From an optimization exercise on the open Yosys and OpenROAD flow, aimed at small area and a short achievable clock period; shortcuts taken in it are not production practice. In this exercise RTL edits were held to simulation tests only and were not proved equivalent to the original.

==> flow/design.v <==
module preprocessing (
    input  wire signed [31:0] angle,
    output wire signed [31:0] angle_cordic,
    output wire               sine_sign,
    output wire               cosine_sign
);
    localparam signed [31:0] PI         = 32'h1921FB54;
    localparam signed [31:0] TWO_PI     = 32'h3243F6A8;
    localparam signed [31:0] PI_2       = 32'h0C90FDAA;
    localparam signed [31:0] THREE_PI_2 = 32'h25B2F8FE;
    wire neg = angle[31];
    wire big = ~neg & (angle >= TWO_PI);
    wire signed [31:0] off = neg ? TWO_PI : big ? -TWO_PI : 32'sd0;
    wire signed [31:0] n = angle + off;
    wire q0 = (n <= PI_2);
    wire q1 = ~q0 & (n <= PI);
    wire q2 = ~q0 & ~q1 & (n <= THREE_PI_2);
    wire q3 = ~q0 & ~q1 & ~q2;
    wire m = q1 | q3;                                     
    wire [31:0] c = q1 ? PI + 32'sd1 : q2 ? -PI : q3 ? TWO_PI + 32'sd1 : 32'sd0;
    assign angle_cordic = (n ^ {32{m}}) + c;
    assign sine_sign   = q2 | q3;
    assign cosine_sign = q1 | q2;
endmodule
module cordic_dirs_fast (
    input  wire [31:0] z0,
    output wire [31:0] d
);
    wire signed [31:0] zg0 = z0;
    assign d[0] = ~zg0[31];
    assign d[1] = d[0] ? (zg0 >= 32'sh06487ED5) : (zg0 >= 32'shF9B7812B);
    wire c0_00 = (zg0 >= 32'shF601F44A);
    wire c0_01 = (zg0 >= 32'shFD6D0E0C);
    wire c0_10 = (zg0 >= 32'sh0292F1F4);
    wire c0_11 = (zg0 >= 32'sh09FE0BB6);
    assign d[2] = d[0] ? (d[1] ? c0_11 : c0_10) : (d[1] ? c0_01 : c0_00);
    reg signed [31:0] k0;
    always @(*) begin
        case (d[2:0])
            3'd0: k0 = 32'sh0BF3C316;
            3'd1: k0 = 32'shFF62C56C;
            3'd2: k0 = 32'sh0488A954;
            3'd3: k0 = 32'shF7F7ABAA;
            3'd4: k0 = 32'sh08085456;
            3'd5: k0 = 32'shFB7756AC;
            3'd6: k0 = 32'sh009D3A94;
            3'd7: k0 = 32'shF40C3CEA;
            default: k0 = 32'sd0;
        endcase
    end
    wire signed [31:0] zg1 = zg0 + k0;
    assign d[3] = ~zg1[31];
    assign d[4] = d[3] ? (zg1 >= 32'sh00FEADD5) : (zg1 >= 32'shFF01522B);
    wire c1_00 = (zg1 >= 32'shFE817CBC);
    wire c1_01 = (zg1 >= 32'shFF81279A);
    wire c1_10 = (zg1 >= 32'sh007ED866);
    wire c1_11 = (zg1 >= 32'sh017E8344);
    assign d[5] = d[3] ? (d[4] ? c1_11 : c1_10) : (d[4] ? c1_01 : c1_00);
    reg signed [31:0] k1;
    always @(*) begin
        case (d[5:3])
            3'd0: k1 = 32'sh01BE7DEF;
            3'd1: k1 = 32'shFFC12245;
            3'd2: k1 = 32'sh00BED311;
            3'd3: k1 = 32'shFEC17767;
            3'd4: k1 = 32'sh013E8899;
            3'd5: k1 = 32'shFF412CEF;
            3'd6: k1 = 32'sh003EDDBB;
            3'd7: k1 = 32'shFE418211;
            default: k1 = 32'sd0;
        endcase
    end
    wire signed [31:0] zg2 = zg1 + k1;
    assign d[6] = ~zg2[31];
    assign d[7] = d[6] ? (zg2 >= 32'sh001FFF55) : (zg2 >= 32'shFFE000AB);
    wire c2_00 = (zg2 >= 32'shFFD000C0);
    wire c2_01 = (zg2 >= 32'shFFF00096);
    wire c2_10 = (zg2 >= 32'sh000FFF6A);
    wire c2_11 = (zg2 >= 32'sh002FFF40);
    assign d[8] = d[6] ? (d[7] ? c2_11 : c2_10) : (d[7] ? c2_01 : c2_00);
    reg signed [31:0] k2;
    always @(*) begin
        case (d[8:6])
            3'd0: k2 = 32'sh0037FF3D;
            3'd1: k2 = 32'shFFF80093;
            3'd2: k2 = 32'sh0017FF67;
            3'd3: k2 = 32'shFFD800BD;
            3'd4: k2 = 32'sh0027FF43;
            3'd5: k2 = 32'shFFE80099;
            3'd6: k2 = 32'sh0007FF6D;
            3'd7: k2 = 32'shFFC800C3;
            default: k2 = 32'sd0;
        endcase
    end
    wire signed [31:0] zg3 = zg2 + k2;
    wire [31:9] dh;
    cordic_dirs_hi U0 (.z9(zg3), .d(dh));
    assign d[31:9] = dh;
endmodule
module cordic_dirs_front (
    input  wire [31:0] z0,
    output wire [5:0]  d,
    output wire [31:0] z6
);
    wire signed [31:0] zg0 = z0;
    assign d[0] = ~zg0[31];
    assign d[1] = d[0] ? (zg0 >= 32'sh06487ED5) : (zg0 >= 32'shF9B7812B);
    wire c0_00 = (zg0 >= 32'shF601F44A);
    wire c0_01 = (zg0 >= 32'shFD6D0E0C);
    wire c0_10 = (zg0 >= 32'sh0292F1F4);
    wire c0_11 = (zg0 >= 32'sh09FE0BB6);
    assign d[2] = d[0] ? (d[1] ? c0_11 : c0_10) : (d[1] ? c0_01 : c0_00);
    reg signed [31:0] k0;
    always @(*) begin
        case (d[2:0])
            3'd0: k0 = 32'sh0BF3C316;
            3'd1: k0 = 32'shFF62C56C;
            3'd2: k0 = 32'sh0488A954;
            3'd3: k0 = 32'shF7F7ABAA;
            3'd4: k0 = 32'sh08085456;
            3'd5: k0 = 32'shFB7756AC;
            3'd6: k0 = 32'sh009D3A94;
            3'd7: k0 = 32'shF40C3CEA;
            default: k0 = 32'sd0;
        endcase
    end
    wire signed [31:0] zg1 = zg0 + k0;
    assign d[3] = ~zg1[31];
    assign d[4] = d[3] ? (zg1 >= 32'sh00FEADD5) : (zg1 >= 32'shFF01522B);
    wire c1_00 = (zg1 >= 32'shFE817CBC);
    wire c1_01 = (zg1 >= 32'shFF81279A);
    wire c1_10 = (zg1 >= 32'sh007ED866);
    wire c1_11 = (zg1 >= 32'sh017E8344);
    assign d[5] = d[3] ? (d[4] ? c1_11 : c1_10) : (d[4] ? c1_01 : c1_00);
    reg signed [31:0] k1;
    always @(*) begin
        case (d[5:3])
            3'd0: k1 = 32'sh01BE7DEF;
            3'd1: k1 = 32'shFFC12245;
            3'd2: k1 = 32'sh00BED311;
            3'd3: k1 = 32'shFEC17767;
            3'd4: k1 = 32'sh013E8899;
            3'd5: k1 = 32'shFF412CEF;
            3'd6: k1 = 32'sh003EDDBB;
            3'd7: k1 = 32'shFE418211;
            default: k1 = 32'sd0;
        endcase
    end
    wire signed [31:0] zg2 = zg1 + k1;
    assign z6 = zg2;
endmodule
module cordic_dirs_back (
    input  wire [31:0] z6,
    output wire [31:6] d
);
    wire signed [31:0] zg2 = z6;
    assign d[6] = ~zg2[31];
    assign d[7] = d[6] ? (zg2 >= 32'sh001FFF55) : (zg2 >= 32'shFFE000AB);
    wire c2_00 = (zg2 >= 32'shFFD000C0);
    wire c2_01 = (zg2 >= 32'shFFF00096);
    wire c2_10 = (zg2 >= 32'sh000FFF6A);
    wire c2_11 = (zg2 >= 32'sh002FFF40);
    assign d[8] = d[6] ? (d[7] ? c2_11 : c2_10) : (d[7] ? c2_01 : c2_00);
    reg signed [31:0] k2;
    always @(*) begin
        case (d[8:6])
            3'd0: k2 = 32'sh0037FF3D;
            3'd1: k2 = 32'shFFF80093;
            3'd2: k2 = 32'sh0017FF67;
            3'd3: k2 = 32'shFFD800BD;
            3'd4: k2 = 32'sh0027FF43;
            3'd5: k2 = 32'shFFE80099;
            3'd6: k2 = 32'sh0007FF6D;
            3'd7: k2 = 32'shFFC800C3;
            default: k2 = 32'sd0;
        endcase
    end
    wire signed [31:0] zg3 = zg2 + k2;
    wire [31:9] dh;
    cordic_dirs_hi U0 (.z9(zg3), .d(dh));
    assign d[31:9] = dh;
endmodule
module cordic_dirs_hi (
    input  wire [31:0] z9,
    output wire [31:9] d
);
    wire hi = ~z9[31] & (|z9[30:19]);      
    wire lo =  z9[31] & ~(&z9[30:19]);     
    wire [19:0] t = hi ? 20'hFFFFF : lo ? 20'h00000 : {~z9[19], z9[18:0]};
    genvar g;
    generate for (g = 9; g <= 27; g = g + 1) begin : g_hi
        assign d[g] = t[28-g];
    end endgenerate
    assign d[31:28] = {4{t[0]}};
endmodule
module cordic_dirs #(parameter FIRST = 0) (
    input  wire [31:0] zk,
    output wire [31:0] d
);
    reg [31:0] z [0:9];
    reg [31:0] atan [0:8];
    integer i;
    always @(*) begin
        atan[0] = 32'h06487ED5;
        atan[1] = 32'h03B58CE1;
        atan[2] = 32'h01F5B760;
        atan[3] = 32'h00FEADD5;
        atan[4] = 32'h007FD56F;
        atan[5] = 32'h003FFAAB;
        atan[6] = 32'h001FFF55;
        atan[7] = 32'h000FFFEB;
        atan[8] = 32'h0007FFFD;
        for (i = 0; i <= 9; i = i + 1) z[i] = 32'd0;
        z[FIRST] = zk;
        for (i = FIRST; i < 9; i = i + 1)
            z[i+1] = z[i][31] ? z[i] + atan[i] : z[i] - atan[i];
    end
    genvar g;
    generate for (g = 0; g < 9; g = g + 1) begin : g_lo
        if (g >= FIRST) begin : g_d
            assign d[g] = ~z[g][31];
        end else begin : g_0
            assign d[g] = 1'b0;    
        end
    end endgenerate
    wire [31:9] dh;
    cordic_dirs_hi U0 (.z9(z[9]), .d(dh));
    assign d[31:9] = dh;
endmodule
module cordic_top (
    input  wire        clk,
    input  wire [31:0] x_start,
    input  wire [31:0] y_start,
    input  wire [31:0] angle,
    output wire [31:0] sine,
    output wire [31:0] cosine
);
    wire [31:0] z0;
    wire        sn0, cn0;
    preprocessing U0 (.angle(angle), .angle_cordic(z0), .sine_sign(sn0), .cosine_sign(cn0));
    wire [5:0]  dall;
    wire [31:0] z6;
    cordic_dirs_front U1 (.z0(z0), .d(dall), .z6(z6));
    wire [31:0] x0 = x_start, y0 = y_start;
    wire [31:0] x1_sh = y0;
    wire [31:0] y1_sh = x0;
    wire [31:0] x1_b = x1_sh ^ {32{dall[0]}};
    wire [31:0] y1_b = y1_sh ^ {32{~dall[0]}};
    wire [31:0] x1;
    add32_sk x1_add (.a(x0), .b(x1_b), .ci(dall[0]), .s(x1));
    wire [31:0] y1;
    add32_sk y1_add (.a(y0), .b(y1_b), .ci(~dall[0]), .s(y1));
    wire [31:0] x2_sh = {{1{y1[31]}}, y1[31:1]};
    wire [31:0] y2_sh = {{1{x1[31]}}, x1[31:1]};
    wire [31:0] x2_b = x2_sh ^ {32{dall[1]}};
    wire [31:0] y2_b = y2_sh ^ {32{~dall[1]}};
    wire [31:0] x2;
    add32_sk x2_add (.a(x1), .b(x2_b), .ci(dall[1]), .s(x2));
    wire [31:0] y2;
    add32_sk y2_add (.a(y1), .b(y2_b), .ci(~dall[1]), .s(y2));
    wire [31:0] x3_sh = {{2{y2[31]}}, y2[31:2]};
    wire [31:0] y3_sh = {{2{x2[31]}}, x2[31:2]};
    wire [31:0] x3_b = x3_sh ^ {32{dall[2]}};
    wire [31:0] y3_b = y3_sh ^ {32{~dall[2]}};
    wire [31:0] x3;
    add32_sk x3_add (.a(x2), .b(x3_b), .ci(dall[2]), .s(x3));
    wire [31:0] y3;
    add32_sk y3_add (.a(y2), .b(y3_b), .ci(~dall[2]), .s(y3));
    wire [31:0] x4_sh = {{3{y3[31]}}, y3[31:3]};
    wire [31:0] y4_sh = {{3{x3[31]}}, x3[31:3]};
    wire [31:0] x4_b = x4_sh ^ {32{dall[3]}};
    wire [31:0] y4_b = y4_sh ^ {32{~dall[3]}};
    wire [31:0] x4;
    add32_sk x4_add (.a(x3), .b(x4_b), .ci(dall[3]), .s(x4));
    wire [31:0] y4;
    add32_sk y4_add (.a(y3), .b(y4_b), .ci(~dall[3]), .s(y4));
    wire [31:0] x5_sh = {{4{y4[31]}}, y4[31:4]};
    wire [31:0] y5_sh = {{4{x4[31]}}, x4[31:4]};
    wire [31:0] x5_b = x5_sh ^ {32{dall[4]}};
    wire [31:0] y5_b = y5_sh ^ {32{~dall[4]}};
    wire [31:0] x5;
    add32_sk x5_add (.a(x4), .b(x5_b), .ci(dall[4]), .s(x5));
    wire [31:0] y5;
    add32_sk y5_add (.a(y4), .b(y5_b), .ci(~dall[4]), .s(y5));
    wire [31:0] x6_sh = {{5{y5[31]}}, y5[31:5]};
    wire [31:0] y6_sh = {{5{x5[31]}}, x5[31:5]};
    wire [31:0] x6_b = x6_sh ^ {32{dall[5]}};
    wire [31:0] y6_b = y6_sh ^ {32{~dall[5]}};
    wire [31:0] x6;
    add32_sk x6_add (.a(x5), .b(x6_b), .ci(dall[5]), .s(x6));
    wire [31:0] y6;
    add32_sk y6_add (.a(y5), .b(y6_b), .ci(~dall[5]), .s(y6));
    reg [31:0] x_r1, y_r1, z6_r1;
    reg        sn_r1, cn_r1;
    always @(posedge clk) begin
        x_r1 <= x6; y_r1 <= y6; z6_r1 <= z6;
        sn_r1 <= sn0; cn_r1 <= cn0;
    end
    wire [31:6] db;
    cordic_dirs_back U2 (.z6(z6_r1), .d(db));
    wire [31:6] d1 = {db};
    wire [31:0] x7_sh = {{6{y_r1[31]}}, y_r1[31:6]};
    wire [31:0] y7_sh = {{6{x_r1[31]}}, x_r1[31:6]};
    wire [31:0] x7_b = x7_sh ^ {32{d1[6]}};
    wire [31:0] y7_b = y7_sh ^ {32{~d1[6]}};
    wire [31:0] x7;
    add32_sk x7_add (.a(x_r1), .b(x7_b), .ci(d1[6]), .s(x7));
    wire [31:0] y7;
    add32_sk y7_add (.a(y_r1), .b(y7_b), .ci(~d1[6]), .s(y7));
    wire [31:0] x8_sh = {{7{y7[31]}}, y7[31:7]};
    wire [31:0] y8_sh = {{7{x7[31]}}, x7[31:7]};
    wire [31:0] x8_b = x8_sh ^ {32{d1[7]}};
    wire [31:0] y8_b = y8_sh ^ {32{~d1[7]}};
    wire [31:0] x8;
    add32_sk x8_add (.a(x7), .b(x8_b), .ci(d1[7]), .s(x8));
    wire [31:0] y8;
    add32_sk y8_add (.a(y7), .b(y8_b), .ci(~d1[7]), .s(y8));
    wire [31:0] x9_sh = {{8{y8[31]}}, y8[31:8]};
    wire [31:0] y9_sh = {{8{x8[31]}}, x8[31:8]};
    wire [31:0] x9_b = x9_sh ^ {32{d1[8]}};
    wire [31:0] y9_b = y9_sh ^ {32{~d1[8]}};
    wire [31:0] x9;
    add32_sk x9_add (.a(x8), .b(x9_b), .ci(d1[8]), .s(x9));
    wire [31:0] y9;
    add32_sk y9_add (.a(y8), .b(y9_b), .ci(~d1[8]), .s(y9));
    wire [31:0] x10_sh = {{9{y9[31]}}, y9[31:9]};
    wire [31:0] y10_sh = {{9{x9[31]}}, x9[31:9]};
    wire [31:0] x10_b = x10_sh ^ {32{d1[9]}};
    wire [31:0] y10_b = y10_sh ^ {32{~d1[9]}};
    wire [31:0] x10;
    add32_sk x10_add (.a(x9), .b(x10_b), .ci(d1[9]), .s(x10));
    wire [31:0] y10;
    add32_sk y10_add (.a(y9), .b(y10_b), .ci(~d1[9]), .s(y10));
    wire [31:0] x11_sh = {{10{y10[31]}}, y10[31:10]};
    wire [31:0] y11_sh = {{10{x10[31]}}, x10[31:10]};
    wire [31:0] x11_b = x11_sh ^ {32{d1[10]}};
    wire [31:0] y11_b = y11_sh ^ {32{~d1[10]}};
    wire [31:0] x11;
    add32_sk x11_add (.a(x10), .b(x11_b), .ci(d1[10]), .s(x11));
    wire [31:0] y11;
    add32_sk y11_add (.a(y10), .b(y11_b), .ci(~d1[10]), .s(y11));
    wire [31:0] x12_sh = {{11{y11[31]}}, y11[31:11]};
    wire [31:0] y12_sh = {{11{x11[31]}}, x11[31:11]};
    wire [31:0] x12_b = x12_sh ^ {32{d1[11]}};
    wire [31:0] y12_b = y12_sh ^ {32{~d1[11]}};
    wire [31:0] x12;
    add32_sk x12_add (.a(x11), .b(x12_b), .ci(d1[11]), .s(x12));
    wire [31:0] y12;
    add32_sk y12_add (.a(y11), .b(y12_b), .ci(~d1[11]), .s(y12));
    wire [31:0] x13_sh = {{12{y12[31]}}, y12[31:12]};
    wire [31:0] y13_sh = {{12{x12[31]}}, x12[31:12]};
    wire [31:0] x13_b = x13_sh ^ {32{d1[12]}};
    wire [31:0] y13_b = y13_sh ^ {32{~d1[12]}};
    wire [31:0] x13;
    add32_sk x13_add (.a(x12), .b(x13_b), .ci(d1[12]), .s(x13));
    wire [31:0] y13;
    add32_sk y13_add (.a(y12), .b(y13_b), .ci(~d1[12]), .s(y13));
    wire [31:0] x14_sh = {{13{y13[31]}}, y13[31:13]};
    wire [31:0] y14_sh = {{13{x13[31]}}, x13[31:13]};
    wire [31:0] x14_b = x14_sh ^ {32{d1[13]}};
    wire [31:0] y14_b = y14_sh ^ {32{~d1[13]}};
    wire [31:0] x14;
    add32_sk x14_add (.a(x13), .b(x14_b), .ci(d1[13]), .s(x14));
    wire [31:0] y14;
    add32_sk y14_add (.a(y13), .b(y14_b), .ci(~d1[13]), .s(y14));
    wire [31:0] x15_sh = {{14{y14[31]}}, y14[31:14]};
    wire [31:0] y15_sh = {{14{x14[31]}}, x14[31:14]};
    wire [31:0] x15_b = x15_sh ^ {32{d1[14]}};
    wire [31:0] y15_b = y15_sh ^ {32{~d1[14]}};
    wire [31:0] x15;
    add32_sk x15_add (.a(x14), .b(x15_b), .ci(d1[14]), .s(x15));
    wire [31:0] y15;
    add32_sk y15_add (.a(y14), .b(y15_b), .ci(~d1[14]), .s(y15));
    wire [31:0] x16_sh = {{15{y15[31]}}, y15[31:15]};
    wire [31:0] y16_sh = {{15{x15[31]}}, x15[31:15]};
    wire [31:0] x16_b = x16_sh ^ {32{d1[15]}};
    wire [31:0] y16_b = y16_sh ^ {32{~d1[15]}};
    wire [31:0] x16;
    add32_sk x16_add (.a(x15), .b(x16_b), .ci(d1[15]), .s(x16));
    wire [31:0] y16;
    add32_sk y16_add (.a(y15), .b(y16_b), .ci(~d1[15]), .s(y16));
    wire [31:0] x17_sh = {{16{y16[31]}}, y16[31:16]};
    wire [31:0] y17_sh = {{16{x16[31]}}, x16[31:16]};
    wire [31:0] x17_b = x17_sh ^ {32{d1[16]}};
    wire [31:0] y17_b = y17_sh ^ {32{~d1[16]}};
    wire [31:0] x17;
    add32_sk x17_add (.a(x16), .b(x17_b), .ci(d1[16]), .s(x17));
    wire [31:0] y17;
    add32_sk y17_add (.a(y16), .b(y17_b), .ci(~d1[16]), .s(y17));
    wire [31:0] x18_sh = {{17{y17[31]}}, y17[31:17]};
    wire [31:0] y18_sh = {{17{x17[31]}}, x17[31:17]};
    wire [31:0] x18_b = x18_sh ^ {32{d1[17]}};
    wire [31:0] y18_b = y18_sh ^ {32{~d1[17]}};
    wire [31:0] x18;
    add32_sk x18_add (.a(x17), .b(x18_b), .ci(d1[17]), .s(x18));
    wire [31:0] y18;
    add32_sk y18_add (.a(y17), .b(y18_b), .ci(~d1[17]), .s(y18));
    wire [31:0] x19_sh = {{18{y18[31]}}, y18[31:18]};
    wire [31:0] y19_sh = {{18{x18[31]}}, x18[31:18]};
    wire [31:0] x19_b = x19_sh ^ {32{d1[18]}};
    wire [31:0] y19_b = y19_sh ^ {32{~d1[18]}};
    wire [31:0] x19;
    add32_sk x19_add (.a(x18), .b(x19_b), .ci(d1[18]), .s(x19));
    wire [31:0] y19;
    add32_sk y19_add (.a(y18), .b(y19_b), .ci(~d1[18]), .s(y19));
    wire [31:0] x20_sh = {{19{y19[31]}}, y19[31:19]};
    wire [31:0] y20_sh = {{19{x19[31]}}, x19[31:19]};
    wire [31:0] x20_b = x20_sh ^ {32{d1[19]}};
    wire [31:0] y20_b = y20_sh ^ {32{~d1[19]}};
    wire [31:0] x20;
    add32_sk x20_add (.a(x19), .b(x20_b), .ci(d1[19]), .s(x20));
    wire [31:0] y20;
    add32_sk y20_add (.a(y19), .b(y20_b), .ci(~d1[19]), .s(y20));
    wire [31:0] x21_sh = {{20{y20[31]}}, y20[31:20]};
    wire [31:0] y21_sh = {{20{x20[31]}}, x20[31:20]};
    wire [31:0] x21_b = x21_sh ^ {32{d1[20]}};
    wire [31:0] y21_b = y21_sh ^ {32{~d1[20]}};
    wire [31:0] x21;
    add32_sk x21_add (.a(x20), .b(x21_b), .ci(d1[20]), .s(x21));
    wire [31:0] y21;
    add32_sk y21_add (.a(y20), .b(y21_b), .ci(~d1[20]), .s(y21));
    wire [31:0] x22_sh = {{21{y21[31]}}, y21[31:21]};
    wire [31:0] y22_sh = {{21{x21[31]}}, x21[31:21]};
    wire [31:0] x22_b = x22_sh ^ {32{d1[21]}};
    wire [31:0] y22_b = y22_sh ^ {32{~d1[21]}};
    wire [31:0] x22;
    add32_sk x22_add (.a(x21), .b(x22_b), .ci(d1[21]), .s(x22));
    wire [31:0] y22;
    add32_sk y22_add (.a(y21), .b(y22_b), .ci(~d1[21]), .s(y22));
    wire [31:0] x23_sh = {{22{y22[31]}}, y22[31:22]};
    wire [31:0] y23_sh = {{22{x22[31]}}, x22[31:22]};
    wire [31:0] x23_b = x23_sh ^ {32{d1[22]}};
    wire [31:0] y23_b = y23_sh ^ {32{~d1[22]}};
    wire [31:0] x23;
    add32_sk x23_add (.a(x22), .b(x23_b), .ci(d1[22]), .s(x23));
    wire [31:0] y23;
    add32_sk y23_add (.a(y22), .b(y23_b), .ci(~d1[22]), .s(y23));
    wire [31:0] x24_sh = {{23{y23[31]}}, y23[31:23]};
    wire [31:0] y24_sh = {{23{x23[31]}}, x23[31:23]};
    wire [31:0] x24_b = x24_sh ^ {32{d1[23]}};
    wire [31:0] y24_b = y24_sh ^ {32{~d1[23]}};
    wire [31:0] x24;
    add32_sk x24_add (.a(x23), .b(x24_b), .ci(d1[23]), .s(x24));
    wire [31:0] y24;
    add32_sk y24_add (.a(y23), .b(y24_b), .ci(~d1[23]), .s(y24));
    reg [31:0] x_r2, y_r2;
    reg [28:24] d_r2;
    reg        sn_r2, cn_r2;
    always @(posedge clk) begin
        x_r2 <= x24; y_r2 <= y24;
        d_r2 <= d1[28:24];
        sn_r2 <= sn_r1; cn_r2 <= cn_r1;
    end
    wire [31:24] d2 = {{3{d_r2[28]}}, d_r2};
    wire [10:0] xt_r24 = {2'b00, x_r2[8:0]};
    wire [22:0] xt_u = x_r2[31:9];
    wire [10:0] yt_r24 = {2'b00, y_r2[8:0]};
    wire [22:0] yt_u = y_r2[31:9];
    wire xt_mo = &xt_u[14:0];      
    wire xt_mz = ~|xt_u[14:0];     
    wire [7:0] xt_t  = xt_u[22:15];
    wire [7:0] xt_tp = xt_t + 1'b1;
    wire [7:0] xt_tm = xt_t - 1'b1;
    wire yt_mo = &yt_u[14:0];      
    wire yt_mz = ~|yt_u[14:0];     
    wire [7:0] yt_t  = yt_u[22:15];
    wire [7:0] yt_tp = yt_t + 1'b1;
    wire [7:0] yt_tm = yt_t - 1'b1;
    wire [7:0] rx25_tx_t = (xt_r24[10:9] == 2'b01 && xt_mo) ? xt_tp :
                       (xt_r24[10:9] == 2'b11 && xt_mz) ? xt_tm : xt_t;
    wire [10:0] rx25_tx = {{3{rx25_tx_t[7]}}, rx25_tx_t[7:0]};
    wire [7:0] ry25_ty_t = (yt_r24[10:9] == 2'b01 && yt_mo) ? yt_tp :
                       (yt_r24[10:9] == 2'b11 && yt_mz) ? yt_tm : yt_t;
    wire [10:0] ry25_ty = {{3{ry25_ty_t[7]}}, ry25_ty_t[7:0]};
    wire [10:0] rx25_b = ry25_ty ^ {11{d2[24]}};
    wire [10:0] ry25_b = rx25_tx ^ {11{~d2[24]}};
    wire [10:0] rx25;
    add11_sk rx25_add (.a(xt_r24), .b(rx25_b), .ci(d2[24]), .s(rx25));
    wire [10:0] ry25;
    add11_sk ry25_add (.a(yt_r24), .b(ry25_b), .ci(~d2[24]), .s(ry25));
    wire [7:0] rx26_tx_t = (rx25[10:9] == 2'b01 && xt_mo) ? xt_tp :
                       (rx25[10:9] == 2'b11 && xt_mz) ? xt_tm : xt_t;
    wire [10:0] rx26_tx = {{4{rx26_tx_t[7]}}, rx26_tx_t[7:1]};
    wire [7:0] ry26_ty_t = (ry25[10:9] == 2'b01 && yt_mo) ? yt_tp :
                       (ry25[10:9] == 2'b11 && yt_mz) ? yt_tm : yt_t;
    wire [10:0] ry26_ty = {{4{ry26_ty_t[7]}}, ry26_ty_t[7:1]};
    wire [10:0] rx26_b = ry26_ty ^ {11{d2[25]}};
    wire [10:0] ry26_b = rx26_tx ^ {11{~d2[25]}};
    wire [10:0] rx26;
    add11_sk rx26_add (.a(rx25), .b(rx26_b), .ci(d2[25]), .s(rx26));
    wire [10:0] ry26;
    add11_sk ry26_add (.a(ry25), .b(ry26_b), .ci(~d2[25]), .s(ry26));
    wire [7:0] rx27_tx_t = (rx26[10:9] == 2'b01 && xt_mo) ? xt_tp :
                       (rx26[10:9] == 2'b11 && xt_mz) ? xt_tm : xt_t;
    wire [10:0] rx27_tx = {{5{rx27_tx_t[7]}}, rx27_tx_t[7:2]};
    wire [7:0] ry27_ty_t = (ry26[10:9] == 2'b01 && yt_mo) ? yt_tp :
                       (ry26[10:9] == 2'b11 && yt_mz) ? yt_tm : yt_t;
    wire [10:0] ry27_ty = {{5{ry27_ty_t[7]}}, ry27_ty_t[7:2]};
    wire [10:0] rx27_b = ry27_ty ^ {11{d2[26]}};
    wire [10:0] ry27_b = rx27_tx ^ {11{~d2[26]}};
    wire [10:0] rx27;
    add11_sk rx27_add (.a(rx26), .b(rx27_b), .ci(d2[26]), .s(rx27));
    wire [10:0] ry27;
    add11_sk ry27_add (.a(ry26), .b(ry27_b), .ci(~d2[26]), .s(ry27));
    wire [7:0] rx28_tx_t = (rx27[10:9] == 2'b01 && xt_mo) ? xt_tp :
                       (rx27[10:9] == 2'b11 && xt_mz) ? xt_tm : xt_t;
    wire [10:0] rx28_tx = {{6{rx28_tx_t[7]}}, rx28_tx_t[7:3]};
    wire [7:0] ry28_ty_t = (ry27[10:9] == 2'b01 && yt_mo) ? yt_tp :
                       (ry27[10:9] == 2'b11 && yt_mz) ? yt_tm : yt_t;
    wire [10:0] ry28_ty = {{6{ry28_ty_t[7]}}, ry28_ty_t[7:3]};
    wire [10:0] rx28_b = ry28_ty ^ {11{d2[27]}};
    wire [10:0] ry28_b = rx28_tx ^ {11{~d2[27]}};
    wire [10:0] rx28;
    add11_sk rx28_add (.a(rx27), .b(rx28_b), .ci(d2[27]), .s(rx28));
    wire [10:0] ry28;
    add11_sk ry28_add (.a(ry27), .b(ry28_b), .ci(~d2[27]), .s(ry28));
    wire [7:0] rx29_tx_t = (rx28[10:9] == 2'b01 && xt_mo) ? xt_tp :
                       (rx28[10:9] == 2'b11 && xt_mz) ? xt_tm : xt_t;
    wire [10:0] rx29_tx = {{7{rx29_tx_t[7]}}, rx29_tx_t[7:4]};
    wire [7:0] ry29_ty_t = (ry28[10:9] == 2'b01 && yt_mo) ? yt_tp :
                       (ry28[10:9] == 2'b11 && yt_mz) ? yt_tm : yt_t;
    wire [10:0] ry29_ty = {{7{ry29_ty_t[7]}}, ry29_ty_t[7:4]};
    wire [10:0] rx29_b = ry29_ty ^ {11{d2[28]}};
    wire [10:0] ry29_b = rx29_tx ^ {11{~d2[28]}};
    wire [10:0] rx29;
    add11_sk rx29_add (.a(rx28), .b(rx29_b), .ci(d2[28]), .s(rx29));
    wire [10:0] ry29;
    add11_sk ry29_add (.a(ry28), .b(ry29_b), .ci(~d2[28]), .s(ry29));
    wire [7:0] rx30_tx_t = (rx29[10:9] == 2'b01 && xt_mo) ? xt_tp :
                       (rx29[10:9] == 2'b11 && xt_mz) ? xt_tm : xt_t;
    wire [10:0] rx30_tx = {{8{rx30_tx_t[7]}}, rx30_tx_t[7:5]};
    wire [7:0] ry30_ty_t = (ry29[10:9] == 2'b01 && yt_mo) ? yt_tp :
                       (ry29[10:9] == 2'b11 && yt_mz) ? yt_tm : yt_t;
    wire [10:0] ry30_ty = {{8{ry30_ty_t[7]}}, ry30_ty_t[7:5]};
    wire [10:0] rx30_b = ry30_ty ^ {11{d2[29]}};
    wire [10:0] ry30_b = rx30_tx ^ {11{~d2[29]}};
    wire [10:0] rx30;
    add11_sk rx30_add (.a(rx29), .b(rx30_b), .ci(d2[29]), .s(rx30));
    wire [10:0] ry30;
    add11_sk ry30_add (.a(ry29), .b(ry30_b), .ci(~d2[29]), .s(ry30));
    wire [7:0] rx31_tx_t = (rx30[10:9] == 2'b01 && xt_mo) ? xt_tp :
                       (rx30[10:9] == 2'b11 && xt_mz) ? xt_tm : xt_t;
    wire [10:0] rx31_tx = {{9{rx31_tx_t[7]}}, rx31_tx_t[7:6]};
    wire [7:0] ry31_ty_t = (ry30[10:9] == 2'b01 && yt_mo) ? yt_tp :
                       (ry30[10:9] == 2'b11 && yt_mz) ? yt_tm : yt_t;
    wire [10:0] ry31_ty = {{9{ry31_ty_t[7]}}, ry31_ty_t[7:6]};
    wire [10:0] rx31_b = ry31_ty ^ {11{d2[30]}};
    wire [10:0] ry31_b = rx31_tx ^ {11{~d2[30]}};
    wire [10:0] rx31;
    add11_sk rx31_add (.a(rx30), .b(rx31_b), .ci(d2[30]), .s(rx31));
    wire [10:0] ry31;
    add11_sk ry31_add (.a(ry30), .b(ry31_b), .ci(~d2[30]), .s(ry31));
    wire [7:0] rx32_tx_t = (rx31[10:9] == 2'b01 && xt_mo) ? xt_tp :
                       (rx31[10:9] == 2'b11 && xt_mz) ? xt_tm : xt_t;
    wire [10:0] rx32_tx = {{10{rx32_tx_t[7]}}, rx32_tx_t[7:7]};
    wire [7:0] ry32_ty_t = (ry31[10:9] == 2'b01 && yt_mo) ? yt_tp :
                       (ry31[10:9] == 2'b11 && yt_mz) ? yt_tm : yt_t;
    wire [10:0] ry32_ty = {{10{ry32_ty_t[7]}}, ry32_ty_t[7:7]};
    wire [10:0] rx32_b = ry32_ty ^ {11{d2[31]}};
    wire [10:0] ry32_b = rx32_tx ^ {11{~d2[31]}};
    wire [10:0] rx32;
    add11_sk rx32_add (.a(rx31), .b(rx32_b), .ci(d2[31]), .s(rx32));
    wire [10:0] ry32;
    add11_sk ry32_add (.a(ry31), .b(ry32_b), .ci(~d2[31]), .s(ry32));
    wire [22:0] cos_v_hi = xt_u + {{21{rx32[10]}}, rx32[10:9]};
    wire [31:0] cos_v_v = {cos_v_hi, rx32[8:0]};
    wire [31:0] cos_v = (cos_v_v ^ {32{cn_r2}}) + {31'd0, cn_r2};
    wire [22:0] sin_v_hi = yt_u + {{21{ry32[10]}}, ry32[10:9]};
    wire [31:0] sin_v_v = {sin_v_hi, ry32[8:0]};
    wire [31:0] sin_v = (sin_v_v ^ {32{sn_r2}}) + {31'd0, sn_r2};
    assign cosine = cos_v;
    assign sine   = sin_v;
endmodule
module add32_sk (
    input  wire [31:0] a,
    input  wire [31:0] b,
    input  wire        ci,
    output wire [31:0] s
);
    wire [31:0] p = a ^ b;
    wire [31:0] g0 = (a & b) | {31'd0, p[0] & ci};
    wire [31:0] g1 = g0 | (p & {g0[30], 1'b0, g0[28], 1'b0, g0[26], 1'b0, g0[24], 1'b0, g0[22], 1'b0, g0[20], 1'b0, g0[18], 1'b0, g0[16], 1'b0, g0[14], 1'b0, g0[12], 1'b0, g0[10], 1'b0, g0[8], 1'b0, g0[6], 1'b0, g0[4], 1'b0, g0[2], 1'b0, g0[0], 1'b0});
    wire [31:0] p1 = p & {p[30], 1'b1, p[28], 1'b1, p[26], 1'b1, p[24], 1'b1, p[22], 1'b1, p[20], 1'b1, p[18], 1'b1, p[16], 1'b1, p[14], 1'b1, p[12], 1'b1, p[10], 1'b1, p[8], 1'b1, p[6], 1'b1, p[4], 1'b1, p[2], 1'b1, p[0], 1'b1};
    wire [31:0] g2 = g1 | (p1 & {g1[29], g1[29], 1'b0, 1'b0, g1[25], g1[25], 1'b0, 1'b0, g1[21], g1[21], 1'b0, 1'b0, g1[17], g1[17], 1'b0, 1'b0, g1[13], g1[13], 1'b0, 1'b0, g1[9], g1[9], 1'b0, 1'b0, g1[5], g1[5], 1'b0, 1'b0, g1[1], g1[1], 1'b0, 1'b0});
    wire [31:0] p2 = p1 & {p1[29], p1[29], 1'b1, 1'b1, p1[25], p1[25], 1'b1, 1'b1, p1[21], p1[21], 1'b1, 1'b1, p1[17], p1[17], 1'b1, 1'b1, p1[13], p1[13], 1'b1, 1'b1, p1[9], p1[9], 1'b1, 1'b1, p1[5], p1[5], 1'b1, 1'b1, p1[1], p1[1], 1'b1, 1'b1};
    wire [31:0] g3 = g2 | (p2 & {g2[27], g2[27], g2[27], g2[27], 1'b0, 1'b0, 1'b0, 1'b0, g2[19], g2[19], g2[19], g2[19], 1'b0, 1'b0, 1'b0, 1'b0, g2[11], g2[11], g2[11], g2[11], 1'b0, 1'b0, 1'b0, 1'b0, g2[3], g2[3], g2[3], g2[3], 1'b0, 1'b0, 1'b0, 1'b0});
    wire [31:0] p3 = p2 & {p2[27], p2[27], p2[27], p2[27], 1'b1, 1'b1, 1'b1, 1'b1, p2[19], p2[19], p2[19], p2[19], 1'b1, 1'b1, 1'b1, 1'b1, p2[11], p2[11], p2[11], p2[11], 1'b1, 1'b1, 1'b1, 1'b1, p2[3], p2[3], p2[3], p2[3], 1'b1, 1'b1, 1'b1, 1'b1};
    wire [31:0] g4 = g3 | (p3 & {g3[23], g3[23], g3[23], g3[23], g3[23], g3[23], g3[23], g3[23], 1'b0, 1'b0, 1'b0, 1'b0, 1'b0, 1'b0, 1'b0, 1'b0, g3[7], g3[7], g3[7], g3[7], g3[7], g3[7], g3[7], g3[7], 1'b0, 1'b0, 1'b0, 1'b0, 1'b0, 1'b0, 1'b0, 1'b0});
    wire [31:0] p4 = p3 & {p3[23], p3[23], p3[23], p3[23], p3[23], p3[23], p3[23], p3[23], 1'b1, 1'b1, 1'b1, 1'b1, 1'b1, 1'b1, 1'b1, 1'b1, p3[7], p3[7], p3[7], p3[7], p3[7], p3[7], p3[7], p3[7], 1'b1, 1'b1, 1'b1, 1'b1, 1'b1, 1'b1, 1'b1, 1'b1};
    wire [31:0] g5 = g4 | (p4 & {g4[15], g4[15], g4[15], g4[15], g4[15], g4[15], g4[15], g4[15], g4[15], g4[15], g4[15], g4[15], g4[15], g4[15], g4[15], g4[15], 1'b0, 1'b0, 1'b0, 1'b0, 1'b0, 1'b0, 1'b0, 1'b0, 1'b0, 1'b0, 1'b0, 1'b0, 1'b0, 1'b0, 1'b0, 1'b0});
    wire [31:0] p5 = p4 & {p4[15], p4[15], p4[15], p4[15], p4[15], p4[15], p4[15], p4[15], p4[15], p4[15], p4[15], p4[15], p4[15], p4[15], p4[15], p4[15], 1'b1, 1'b1, 1'b1, 1'b1, 1'b1, 1'b1, 1'b1, 1'b1, 1'b1, 1'b1, 1'b1, 1'b1, 1'b1, 1'b1, 1'b1, 1'b1};
    assign s = p ^ {g5[30:0], ci};
endmodule
module add11_sk (
    input  wire [10:0] a,
    input  wire [10:0] b,
    input  wire        ci,
    output wire [10:0] s
);
    wire [10:0] p = a ^ b;
    wire [10:0] g0 = (a & b) | {10'd0, p[0] & ci};
    wire [10:0] g1 = g0 | (p & {1'b0, g0[8], 1'b0, g0[6], 1'b0, g0[4], 1'b0, g0[2], 1'b0, g0[0], 1'b0});
    wire [10:0] p1 = p & {1'b1, p[8], 1'b1, p[6], 1'b1, p[4], 1'b1, p[2], 1'b1, p[0], 1'b1};
    wire [10:0] g2 = g1 | (p1 & {g1[9], 1'b0, 1'b0, g1[5], g1[5], 1'b0, 1'b0, g1[1], g1[1], 1'b0, 1'b0});
    wire [10:0] p2 = p1 & {p1[9], 1'b1, 1'b1, p1[5], p1[5], 1'b1, 1'b1, p1[1], p1[1], 1'b1, 1'b1};
    wire [10:0] g3 = g2 | (p2 & {1'b0, 1'b0, 1'b0, g2[3], g2[3], g2[3], g2[3], 1'b0, 1'b0, 1'b0, 1'b0});
    wire [10:0] p3 = p2 & {1'b1, 1'b1, 1'b1, p2[3], p2[3], p2[3], p2[3], 1'b1, 1'b1, 1'b1, 1'b1};
    wire [10:0] g4 = g3 | (p3 & {g3[7], g3[7], g3[7], 1'b0, 1'b0, 1'b0, 1'b0, 1'b0, 1'b0, 1'b0, 1'b0});
    wire [10:0] p4 = p3 & {p3[7], p3[7], p3[7], 1'b1, 1'b1, 1'b1, 1'b1, 1'b1, 1'b1, 1'b1, 1'b1};
    assign s = p ^ {g4[9:0], ci};
endmodule
==> flow/run.sh <==
#!/bin/bash
# synth_recipe.tcl (not shown) runs the flow's synth.tcl, then flattens the netlist and writes it again
# the make line also repeats each setting of config.mk as NAME=value (left out here)
make -C /OpenROAD-flow-scripts/flow DESIGN_CONFIG=/design/flow/config.mk WORK_HOME=/design/flow/orfs CLKGATE_MAP_FILE= SYNTH_SCRIPT=/design/flow/synth_recipe.tcl finish
==> flow/config.mk <==
export PLATFORM = sky130hd
export DESIGN_NAME = cordic_top
export DESIGN_NICKNAME = cordic_top
export VERILOG_FILES = /design/flow/design.v
export SDC_FILE = /design/flow/constraint.sdc
export NUM_CORES = 4
export LEC_CHECK = 0
export ABC_AREA = 1
export CAP_MARGIN = 20
export CORE_MARGIN = 2
export CORE_UTILIZATION = 40
export SLEW_MARGIN = 20
==> flow/constraint.sdc <==
create_clock -name core_clock -period 200.0 [get_ports {clk}]
set_input_delay 40.0000 -clock core_clock [delete_from_list [all_inputs] [get_ports {clk}]]
set_output_delay 40.0000 -clock core_clock [all_outputs]
set_load 0.01 [all_outputs]
==> results of run 1 <==
-- cell usage after synthesis (29+ instances only) --
| cell | number | area (um2) |
|---|---|---|
| o21ai_0 | 362 | 1810 |
| buf_1 | 49 | 184 |
| a211oi_1 | 59 | 443 |
| clkbuf_1 | 35 | 131 |
| inv_2 | 57 | 214 |
| dfxtp_1 | 169 | 3380 |
| o21ai_1 | 37 | 185 |
| or2_2 | 187 | 1170 |
| xor2_2 | 46 | 748 |
| xor2_1 | 1540 | 13500 |
| o211ai_1 | 30 | 225 |
| nand4_1 | 114 | 713 |
| nand2_2 | 47 | 294 |
| nand2_1 | 2246 | 8430 |
| o21bai_1 | 69 | 518 |
| fa_1 | 306 | 6130 |
| xnor2_1 | 852 | 7460 |
| nor3_1 | 79 | 395 |
| nor2_1 | 467 | 1750 |
| nand3_2 | 29 | 290 |
| a21oi_1 | 735 | 3680 |
| ha_1 | 1682 | 21000 |
| a21o_1 | 364 | 2730 |
| nand3_1 | 533 | 2670 |
| inv_1 | 2299 | 8630 |
-- flip-flops by register name (all words and copies together) (netlist names), 5 cells and up --
name / flops
x_r1: 32
x_r2: 32
y_r1: 32
y_r2: 32
z6_r1: 32
d_r2: 5
-- cells in the final DEF, fill, tap and decap left out, types with 30 or more instances in the layout --
master           synthesis  layout
inv_1                 2299    2299
nand2_1               2246    2237
ha_1                  1682    1682
xor2_1                1540    1534
xnor2_1                852     852
a21oi_1                735     735
nand3_1                533     533
nor2_1                 467     466
a21o_1                 364     364
o21ai_0                362     362
fa_1                   306     306
or2_2                  187     187
dfxtp_1                169     166
clkdlybuf4s50_1          0     160
nand4_1                114     114
nor3_1                  79      79
o21bai_1                69      69
buf_4                   11      63
a211oi_1                59      59
inv_2                   57      57
nand2_2                 47      56
xor2_2                  46      52
o21ai_1                 37      37
o211ai_1                30      30
-- per-stage QoR --
stage	hold slack, ns	area (um2)
6_report	0.332	95500
5_1_grt	0.344	95500
4_1_cts	0.335	95400
3_5_place_dp	0.320	94900
3_3_place_gp	0.314	94900
2_1_floorplan	0.310	89800
-- cell type report --
class,count,area (um2),area share [%]
multi-input combinational,10100,76800,80.4
sequential,169,3390,3.55
inverter,2368,8910,9.33
tap,2975,3720,3.90
clock inverter,15,151,0.159
clock buffer,17,425,0.446
timing repair buffer,223,2070,2.17
antenna,13,32.5,0.0341
-- cell families after synthesis --
group / count (synthesis) / share of synthesized area [%]
and+or+nand+nor: 3822 / 18.6
AOI/OAI and AO/OA: 1784 / 11.8
DFF: 169 / 3.77
adders and majority gates: 1988 / 30.3
xor gates and xnor gates: 2462 / 24.6
muxes: 6 / 0.0683
buffers and inverters: 2505 / 10.8
-- worst min path at each step --
stage               slack [ns]  endpoint  startpoint
global placement          0.31     sn_r2       sn_r1
CTS                       0.34     sn_r2       sn_r1
floorplan                 0.31     cn_r2       cn_r1
finish                    0.33     sn_r2       sn_r1
global route              0.34     sn_r2       sn_r1
detailed placement        0.32     sn_r2       sn_r1
-- per-layer routing --
| layer | GRT usage [%] | wire length [um] |
|---|---|---|
| met5 | 0 | 0 |
| met4 | 4.99 | 5650 |
| met3 | 1.13 | 5480 |
| met2 | 35.7 | 110000 |
| met1 | 24.6 | 103000 |
-- critical path, delay by kind of cell (launching register included) --
family                     cells  cell delay (ns)
AOI/OAI and AO/OA             45             7.99
xor gates and xnor gates      14             3.21
DFF                            1             0.63
muxes                          1             0.19
buffers and inverters         13             2.15
and+or+nand+nor               63             7.88
adders and majority gates     15             6.36
==> impl_metrics.ini, run 1 <==
[synth]
synth.distinct_cells = 82
synthesis.area_um2 = 89800
async_reset_ff_share_pct = 0
synthCells = 12700
synth_flop_cell = dfxtp_1
synth_fp_nets = 14800
synth-seq-area-share_pct = 3.77
yosys_register_bits = 169
synth_edf_count = 0
syn_avg_cell_area_um2 = 7.05
ys_warn_count = 3

[clock_network]
ctsHtreeMaxLevel = 4
cts.clk_slew.worst_paths_ns = 0.08
clock_sinks = 169
tritoncts = built
clock_latency_ns = 0.54
clockBufferDepth = 2
numCtsBuffers = 17
root_buffer = clkbuf_16
cts-hold-fix-buffers = 0
postCtsSetupBuffers = 0
cts_resized = 0

[die]
rows = 173
start_util_pct = 40.3
die_w_um = 478
io_pins = 161
dieArea_um2 = 228000
coreArea_um2 = 223000
die_h_um = 478

[global_route]
grt_pass1_wl_um = 370000
grtUsageTotal_pct = 19.5
antenna_found_initial = 16
grt_max_degree = 54
gr-total-overflow = 0
grt_pass1_vias = 72700

[timing]
post-route-period-util_pct = 34.5
maxSlewHeadroom_pct = 32.1
fin_crit_ns = 69.03
fmax_ghz = 0.0145
finClkSkew_ns = 0.0274
slew_violations = 0
worst_slack_ns = 130.98
worst_pin_slew_ns = 1.01
rsz0062_at_grt = false
setup-violations-final = 0
finalHoldViolCount = 0
tns_ns = 0

[drt]
drc_errors = 0
wire_per_inst_um = 14.1
drt_first_pass_iters = 5
dr_total_vias = 75800
wl_um = 224000
via_per_inst = 4.79
drt-initial-drc-count = 3202
ant_nets = 0

[flow_run]
maxCapViolCount = 0

[critical_path]
cp_slowest_stage_delay_ns = 0.76
slowest_stage = nor3_1
crit_type = reg2out
start_kind = register
arrival_ns = 29.03
crit_top_cell = nand2_1
rr_worst_depth = 356
regToRegEndpoint = y_r2[17]
r2r-start = z6_r1[31]
crit_start = d_r2[24]
endpoint_kind = output port
crit_fanout = 22
critPathCapture = sine[31]
worstPathRequired_ns = 160.00
r2r_setup_slack_ns = 134.19

[layout]
area_growth_pct = 6.35
n_fill_cell = 23400
drive_gt1_share_pct = 4.61
finalNonFillerCells = 15800
final_nets = 14900
fin_util_pct = 42.9

[placement]
pre_cts_ws_ns = 131.43
gp_congestion = 0.969
hpwl_um = 201000
dp_cells = 15800
portBuffers = 160

[hold_path]
holdPathStages = 0
hold_class = reg2reg

[status]
status = no timing/DRC/antenna violations
==> inputs of run 2 (changes only) <==
--- a/flow/design.v
+++ b/flow/design.v
@@ -564,8 +564,12 @@
     add11_sk ry32_add (.a(ry31), .b(ry32_b), .ci(~d2[31]), .s(ry32));
-    wire [22:0] cos_v_hi = xt_u + {{21{rx32[10]}}, rx32[10:9]};
-    wire [31:0] cos_v_v = {cos_v_hi, rx32[8:0]};
-    wire [31:0] cos_v = (cos_v_v ^ {32{cn_r2}}) + {31'd0, cn_r2};
-    wire [22:0] sin_v_hi = yt_u + {{21{ry32[10]}}, ry32[10:9]};
-    wire [31:0] sin_v_v = {sin_v_hi, ry32[8:0]};
-    wire [31:0] sin_v = (sin_v_v ^ {32{sn_r2}}) + {31'd0, sn_r2};
+    wire cos_v_z = ~|rx32[8:0];
+    wire [2:0] cos_v_e = {rx32[10], rx32[10:9]} - {2'b00, cn_r2 & cos_v_z};
+    wire [22:0] cos_v_hi = (xt_u + {{20{cos_v_e[2]}}, cos_v_e}) ^ {23{cn_r2}};
+    wire [8:0] cos_v_lo = (rx32[8:0] ^ {9{cn_r2}}) + {8'd0, cn_r2};
+    wire [31:0] cos_v = {cos_v_hi, cos_v_lo};
+    wire sin_v_z = ~|ry32[8:0];
+    wire [2:0] sin_v_e = {ry32[10], ry32[10:9]} - {2'b00, sn_r2 & sin_v_z};
+    wire [22:0] sin_v_hi = (yt_u + {{20{sin_v_e[2]}}, sin_v_e}) ^ {23{sn_r2}};
+    wire [8:0] sin_v_lo = (ry32[8:0] ^ {9{sn_r2}}) + {8'd0, sn_r2};
+    wire [31:0] sin_v = {sin_v_hi, sin_v_lo};
     assign cosine = cos_v;
==> run 2 against run 1 <==
  * First-iteration DRC count is 12% lower
  * Cell count is 2.5% lower
  * Utilization is 0.19 points lower
  * Critical path type unchanged
  * Register-to-register slack better by 0.20 ns
  * Global-route usage is 0.78 points lower
  * Worst setup slack better by 0.32 ns
  * Synthesized cell count is 2.2% lower
  * Sequential share of layout area is 0.075 points higher
  * Via count is 3.5% lower
==> impl_metrics.ini, run 2 <==
[die]
dieArea_um2 = 223000
start_util_pct = 40.1
rows = 172
die_w_um = 473
io_pins = 161
coreArea_um2 = 219000
die_h_um = 473

[critical_path]
r2r-start = z6_r1[31]
critPathTopFamily = simple AND/OR/NAND/NOR gates
crit_fanout = 20
cp_slowest_stage_delay_ns = 0.75
slowest_stage = dfxtp_1
rr_worst_depth = 354
r2r_setup_slack_ns = 134.39
worstPathRequired_ns = 160.00
crit_top_cell = nand2_1
endpoint_kind = output port
crit_buf_inv = 14
arrival_ns = 28.70
regToRegEndpoint = y_r2[17]
crit_type = reg2out
start_kind = register

[drt]
dr_total_vias = 73200
drc_errors = 0
drt-initial-drc-count = 2826
via_per_inst = 4.74
drt_first_pass_iters = 8
ant_nets = 0
wire_per_inst_um = 13.6
wl_um = 210000

[hold_path]
hold_class = reg2reg
holdPathStages = 1
hold_end = d_r2[28]
min-delay-start = z6_r1[0]

[placement]
gp_congestion = 0.891
pre_cts_ws_ns = 131.95
hpwl_um = 190000
portBuffers = 160
place_area_um2 = 92900

[clock_network]
cts.clk_slew.worst_paths_ns = 0.08
numCtsBuffers = 17
clockBufferDepth = 2
tritoncts = built
ctsHtreeMaxLevel = 4
root_buffer = clkbuf_16
clock_latency_ns = 0.55
cts-hold-fix-buffers = 0
cts_resized = 0
clock_sinks = 169
postCtsSetupBuffers = 0

[synth]
synth_flop_cell = dfxtp_1
synth.distinct_cells = 81
synth_fp_nets = 14500
async_reset_ff_share_pct = 0
yosys_register_bits = 169
synthTopCellsByArea = ha_1 (24%), xor2_1 (15%), nand2_1 (9.6%), inv_1 (9.6%), xnor2_1 (8.3%)
synthCells = 12500
synthesis.area_um2 = 87900
synth_edf_count = 0
synth-seq-area-share_pct = 3.85
synth_most_common_cell = nand2_1
syn_avg_cell_area_um2 = 7.06
ys_warn_count = 3
synth.largest_area_cell = ha_1
synth_top_area_share_pct = 24.0
synth_top_cells_by_count = nand2_1 (2251), inv_1 (2249), ha_1 (1684)

[layout]
area_growth_pct = 6.40
final_cell_mix = inv_1 (2249), nand2_1 (2246), ha_1 (1684)
drive_gt1_share_pct = 4.27
final_nets = 14600
layout.cells.most_common = inv_1
n_fill_cell = 23000
post-route-cell-area_um2 = 93500
fin_util_pct = 42.7

[timing]
finalHoldViolCount = 0
worst_slack_ns = 131.30
maxSlewHeadroom_pct = 26.6
rsz0062_at_grt = false
setup-violations-final = 0
slew_violations = 0
worst_pin_slew_ns = 1.10
finClkSkew_ns = 0.0408
fmax_ghz = 0.0146
fin_crit_ns = 68.71
post-route-period-util_pct = 34.4
tns_ns = 0
holdWs_ns = 0.570

[status]
status = no timing/DRC/antenna violations

[global_route]
grtUsageTotal_pct = 18.7
grt_pass1_vias = 70400
grt_pass1_wl_um = 349000
gr-total-overflow = 0
antenna_found_initial = 1
grt_max_degree = 72

[flow_run]
maxCapViolCount = 0
-- run 2: how the worst max path moves through the flow --
| stage | start | slack [ns] | endpoint | cells past startpoint |
|---|---|---|---|---|
| CTS | y_r2[31] | 131.26 | sine[30] | 153 |
| global route | z6_r1[31] | 127.56 | y_r2[17] | 357 |
| finish | y_r2[31] | 131.30 | sine[30] | 154 |
| global placement | y_r2[31] | 131.97 | sine[30] | 157 |
| detailed placement | y_r2[31] | 131.95 | sine[30] | 155 |
| floorplan | d_r2[24] | 136.27 | cosine[31] | 157 |
-- run 2: layer usage --
metal	global-route usage, %	vias up	share of wire [%]
met2	35.7	783	51
met3	0.919	142	1.9
li1	-	40000	-
met1	23.1	32300	46
met5	0	-	0.077
met4	3.45	2	1.6
-- run 2: metrics by stage --
stage	instances
floorplan	12500
global placement	15400
detailed placement	15400
CTS	15400
global route	15400
finish	15400
-- run 2: cell type report --
class,count,area (um2),share of cell area [%]
multi-input cells,9848,75200,80.4
inverters,2300,8640,9.24
well taps,2871,3590,3.84
flip-flops and latches,169,3390,3.63
repair buffers,222,2070,2.21
clock buffers,17,425,0.455
clock inverters,15,178,0.190
diodes,1,2.50,0.00268
-- run 2: logic make-up after synthesis --
family                     count (synthesis)  synth area share [%]
DFF                                      169                  3.85
and+or+nand+nor                         3673                  18.0
muxes                                      3                0.0356
xor gates and xnor gates                2404                  24.4
AOI/OAI and AO/OA                       1778                  12.0
adders and majority gates               1990                  31.0
buffers and inverters                   2436                  10.6
==> inputs of run 3 (changes only) <==
--- a/flow/config.mk
+++ b/flow/config.mk
@@ -10,3 +10,4 @@
 export CORE_MARGIN = 2
-export CORE_UTILIZATION = 40
+export CORE_UTILIZATION = 55
+export PLACE_DENSITY = 0.8
 export SLEW_MARGIN = 20
==> run 3 against run 2 <==
  * Largest cell class unchanged
  * Worst hold slack got worse by 0.13 ns
  * Clock skew shrank 0.018 ns
  * Count of clock-buffer cells in the layout unchanged
  * Critical endpoint is now cosine[31]
==> impl_metrics.ini, run 3 <==
[status]
status = no timing/DRC/antenna violations

[synth]
synth.largest_area_cell = ha_1
synth_top_cells_by_count = nand2_1 (2251), inv_1 (2249), ha_1 (1684)
yosys_register_bits = 169
synthCells = 12500
synth_flop_cell = dfxtp_1
synthTopCellsByArea = ha_1 (24%), xor2_1 (15%), nand2_1 (9.6%), inv_1 (9.6%), xnor2_1 (8.3%)
syn_avg_cell_area_um2 = 7.06
synth_edf_count = 0
ys_warn_count = 3
synth_top_area_share_pct = 24.0
async_reset_ff_share_pct = 0
synth.distinct_cells = 81
synth_fp_nets = 14500
synthesis.area_um2 = 87900
synth_most_common_cell = nand2_1
synth-seq-area-share_pct = 3.85

[timing]
finClkSkew_ns = 0.0224
fmax_ghz = 0.0146
rsz0062_at_grt = false
fin_crit_ns = 68.59
finalHoldViolCount = 0
worst_pin_slew_ns = 1.03
setup-violations-final = 0
slew_violations = 0
tns_ns = 0
post-route-period-util_pct = 34.3
maxSlewHeadroom_pct = 31.4

[layout]
drive_gt1_share_pct = 4.24
final_nets = 14600
layout.cells.most_common = inv_1
finalNonFillerCells = 14600
diodes = 0
n_fill_cell = 14800
final_cell_mix = inv_1 (2249), nand2_1 (2246), ha_1 (1684)
area_growth_pct = 5.26

[global_route]
grt_max_degree = 69
grt_pass1_vias = 72800
antenna_found_initial = 3
gr-total-overflow = 0
grt_pass1_wl_um = 339000
grtUsageTotal_pct = 24.6

[critical_path]
crit_type = reg2out
endpoint_kind = output port
cp_slowest_stage_delay_ns = 0.61
worstPathRequired_ns = 160.00
start_kind = register
crit_top_cell = nand2_1
slowest_stage = dfxtp_1
arrival_ns = 28.59
crit_fanout = 20
rr_worst_depth = 338

[die]
die_h_um = 404
rows = 146
coreArea_um2 = 159000
io_pins = 161
start_util_pct = 55.4
die_w_um = 404
dieArea_um2 = 163000

[clock_network]
cts-hold-fix-buffers = 0
root_buffer = clkbuf_16
postCtsSetupBuffers = 0
ctsHtreeMaxLevel = 4
clock_sinks = 169
cts_resized = 0
clockBufferDepth = 2
clock_latency_ns = 0.54
cts.clk_slew.worst_paths_ns = 0.09
numCtsBuffers = 17
tritoncts = built

[placement]
dp_cells = 14600
gp_congestion = 0.957
portBuffers = 160
hpwl_um = 181000

[drt]
via_per_inst = 5.16
drt-initial-drc-count = 3799
dr_total_vias = 75600
drc_errors = 0
ant_nets = 0
drt_first_pass_iters = 6
wire_per_inst_um = 13.8
wl_um = 202000

[hold_path]
hold_class = reg2reg
holdPathStages = 0

[flow_run]
maxCapViolCount = 0
-- run 3: per-layer routing --
metal	global-route usage, %	wire (um)
met1	28.2	85200
met2	47.2	103000
met3	1.59	6220
met4	9.45	7980
met5	0	7
-- run 3: logic make-up (layout without fill, tap and decap cells) --
family	Yosys count	after routing	synth area share, %
AND/OR/NAND/NOR	3673	3673	18.0
buffers and inverters	2436	2550	10.6
XOR/XNOR	2404	2404	24.4
adder cells (fa/ha/maj)	1990	1990	31.0
AO/OA/AOI/OAI	1778	1778	12.0
flip-flops	169	169	3.85
multiplexers	3	3	0.0356
-- run 3: path summary, 6_finish.rpt --
| kind | from | endpoint | slack, ns |
|---|---|---|---|
| max | x_r2[31] | cosine[31] | 131.41 |
| min | sn_r1 | sn_r2 | 0.44 |
| max reg2reg | z6_r1[31] | x_r2[17] | 133.86 |
| min reg2reg | sn_r1 | sn_r2 | 0.44 |
-- run 3: area by class of cell --
cell class / count / area (um2) / area share (%)
flip-flops and latches: 169 / 3390 / 3.66
inverters: 2300 / 8640 / 9.34
multi-input cells: 9848 / 75200 / 81.3
clock buffers: 17 / 425 / 0.460
clock inverters: 15 / 196 / 0.212
repair buffers: 218 / 2060 / 2.22
well taps: 2072 / 2590 / 2.80
-- run 3: per-stage QoR --
stage               setup slack, ns  instance area, um2  hold slack (ns)  util [%]
CTS                          131.64               92500            0.463      58.3
finish                       131.41               92500            0.441      58.3
detailed placement           132.31               91800            0.461      57.9
global route                 127.58               92500            0.483      58.3
floorplan                    136.27               87900            0.310         -
global placement             132.79               91800            0.465      57.9
-- run 3: worst max-delay path, delay by kind of cell, from the launching register on --
| kind | cells | cell delay (ns) |
|---|---|---|
| AOI/OAI and AO/OA | 45 | 8.55 |
| DFF | 1 | 0.61 |
| xor gates and xnor gates | 8 | 1.33 |
| and+or+nand+nor | 68 | 8.91 |
| adders and majority gates | 16 | 5.86 |
| buffers and inverters | 15 | 2.73 |
==> inputs of run 4 (changes only) <==
--- a/flow/config.mk
+++ b/flow/config.mk
@@ -10,4 +10,4 @@
 export CORE_MARGIN = 2
-export CORE_UTILIZATION = 55
-export PLACE_DENSITY = 0.8
+export CORE_UTILIZATION = 50
+export PLACE_DENSITY = 0.7
 export SLEW_MARGIN = 20
==> run 4 against run 3 <==
  * Sequential share of layout area about the same
  * Highest routed layer is now met4
  * Synthesized cell count did not move
  * Utilization shrank 5.0 points
  * Still clean
  * Via count up 2.2%
  * Cell count grew 1.8%
  * Sequential cell count did not move
  * Count of clock-buffer cells in the layout is the same
==> impl_metrics.ini, run 4 <==
[status]
status = no timing/DRC/antenna violations

[drt]
wl_met1_um = 103000
ant_nets = 0
drc_errors = 0
drt-initial-drc-count = 3538
wl_met2_um = 120000
via_per_inst = 5.18
route.met3.wl_um = 6310
wl_um = 237000
drt_first_pass_iters = 6
wire_per_inst_um = 15.9
dr_total_vias = 77200
highest_layer = met4

[synth]
synth_edf_count = 0
synthesis.area_um2 = 87900
synth.largest_area_cell = ha_1
ys_warn_count = 3
synthCells = 12500
synthTopCellsByArea = ha_1 (24%), xor2_1 (15%), nand2_1 (9.6%), inv_1 (9.6%), xnor2_1 (8.3%)
yosys_register_bits = 169
synth_top_cells_by_count = nand2_1 (2251), inv_1 (2249), ha_1 (1684)
synth_top_area_share_pct = 24.0
synth_most_common_cell = nand2_1
synth_fp_nets = 14500
syn_avg_cell_area_um2 = 7.06
synth_flop_cell = dfxtp_1
async_reset_ff_share_pct = 0
synth.distinct_cells = 81
synth-seq-area-share_pct = 3.85

[critical_path]
rr_worst_depth = 337
arrival_ns = 29.52
crit_type = reg2out
cp_slowest_stage_delay_ns = 1.01
start_kind = register
r2r-start = z6_r1[31]
regToRegEndpoint = x_r2[17]
crit_fanout = 20
crit_start = d_r2[24]
r2r_setup_slack_ns = 132.29
endpoint_kind = output port
critPathCapture = cosine[31]
worstPathRequired_ns = 160.00
crit_top_cell = nand2_1
slowest_stage = dfxtp_1

[global_route]
grtUsageTotal_pct = 26.1
grt_pass1_vias = 76500
grt_pass1_wl_um = 385000
grt_max_degree = 74
gr-total-overflow = 0
antenna_found_initial = 2

[clock_network]
cts-hold-fix-buffers = 0
clock_latency_ns = 0.56
tritoncts = built
root_buffer = clkbuf_16
ctsHtreeMaxLevel = 4
clock_sinks = 169
clockBufferDepth = 2
postCtsSetupBuffers = 0
numCtsBuffers = 17
cts.clk_slew.worst_paths_ns = 0.09
cts_resized = 0

[flow_run]
maxCapViolCount = 0

[die]
start_util_pct = 50.4
rows = 153
die_w_um = 423
dieArea_um2 = 179000
die_h_um = 423
coreArea_um2 = 174000
io_pins = 161

[layout]
diodes = 0
area_growth_pct = 5.69
n_fill_cell = 17000
final_nets = 14600
drive_gt1_share_pct = 4.29
final_cell_mix = inv_1 (2249), nand2_1 (2246), ha_1 (1684)
layout.cells.most_common = inv_1

[timing]
finClkSkew_ns = 0.0306
finalHoldViolCount = 0
setup-violations-final = 0
fmax_ghz = 0.0144
rsz0062_at_grt = false
slew_violations = 0
worst_pin_slew_ns = 1.06
post-route-period-util_pct = 34.8
tns_ns = 0
fin_crit_ns = 69.52
maxSlewHeadroom_pct = 28.7

[placement]
hpwl_um = 212000
gp_congestion = 0.926
portBuffers = 160

[hold_path]
hold_class = reg2reg
[run 4: cell counts after synthesis]
No cell type changed its count.
[run 4: metrics by stage]
step | std cells | util, % | hold slack [ns] | cell area [um2] | setup WS [ns]
after floorplan | 12500 | - | 0.310 | 87900 | 136.27
after global placement | 14900 | 52.9 | 0.319 | 92200 | 131.51
after detailed placement | 14900 | 52.9 | 0.329 | 92200 | 131.15
after CTS | 14900 | 53.3 | 0.342 | 92900 | 130.48
after global routing | 14900 | 53.3 | 0.353 | 92900 | 126.27
final | 14900 | 53.3 | 0.343 | 92900 | 130.48
[run 4: layout make-up]
type / count / area (um2) / area share, %
Inverter: 2300 / 8640 / 9.30
Clock inverter: 15 / 214 / 0.230
Sequential cell: 169 / 3390 / 3.65
Timing Repair Buffer: 224 / 2090 / 2.25
Tap cell: 2325 / 2910 / 3.13
Clock buffer: 17 / 425 / 0.458
Multi-Input combinational cell: 9848 / 75200 / 81.0
[run 4: kinds of logic after synthesis]
logic type               count (synthesis)  synth area share, %
XOR/XNOR                              2404                 24.4
adder cells (fa/ha/maj)               1990                 31.0
AND/OR/NAND/NOR                       3673                 18.0
AO/OA/AOI/OAI                         1778                 12.0
buffers and inverters                 2436                 10.6
flip-flops                             169                 3.85
multiplexers                             3               0.0356
[run 4: per-layer routing]
layer	track usage, %	vias to the layer above
met5	0	-
met4	8.34	0
met3	1.91	316
met2	49.2	1214
met1	30.9	35700
li1	-	40000
[run 4: critical path: cells and delay by family, from the launching register on]
kind,cells,cell delay (ns)
flops,1,1.01
buf+inv,18,3.04
compound gates,49,8.87
simple gates,62,8.17
xor+xnor,9,1.89
fa+ha+maj,16,5.91
[run 4: worst min path at each step]
stage                      from     to  slack [ns]  cells past startpoint
after floorplan           cn_r1  cn_r2        0.31                      0
after global placement    sn_r1  sn_r2        0.32                      0
after detailed placement  sn_r1  sn_r2        0.33                      0
after CTS                 sn_r1  sn_r2        0.34                      0
after global routing      sn_r1  sn_r2        0.35                      0
final                     sn_r1  sn_r2        0.34                      0

[static timing again, ports no longer ideal]
Ports are ideal in the flow. The routed layouts listed here were re-timed in OpenROAD. Step 1 sets driving cells, clkbuf_16 on the clock port and buf_2 on the other inputs (assumed; they add their load-dependent delay and slew). Step 2, shift: input delay + t, output delay - t, t = (earliest + latest rising clock arrival at the registers) / 2. This alone moves slack from input paths to output paths. Slacks: ideal / step 1 / step 2; pairs: ideal / step 1.
run | t, ns | setup slack, ns | hold slack, ns | worst setup path after step 2 | slew at the worst register clock pin (ns)
run 1 | 0.610 | 130.975 / 130.886 / 131.496 | 0.332 / 0.332 / 0.332 | register to output | 0.11 / 0.11
run 2 | 0.607 | 131.295 / 131.217 / 131.824 | 0.570 / 0.570 / 0.570 | register to output | 0.10 / 0.10
run 3 | 0.608 | 131.410 / 131.335 / 131.943 | 0.441 / 0.441 / 0.441 | register to output | 0.09 / 0.09
run 4 | 0.626 | 130.482 / 130.403 / 131.029 | 0.343 / 0.343 / 0.343 | register to output | 0.11 / 0.11
After both steps setup and hold are still met in every run listed.
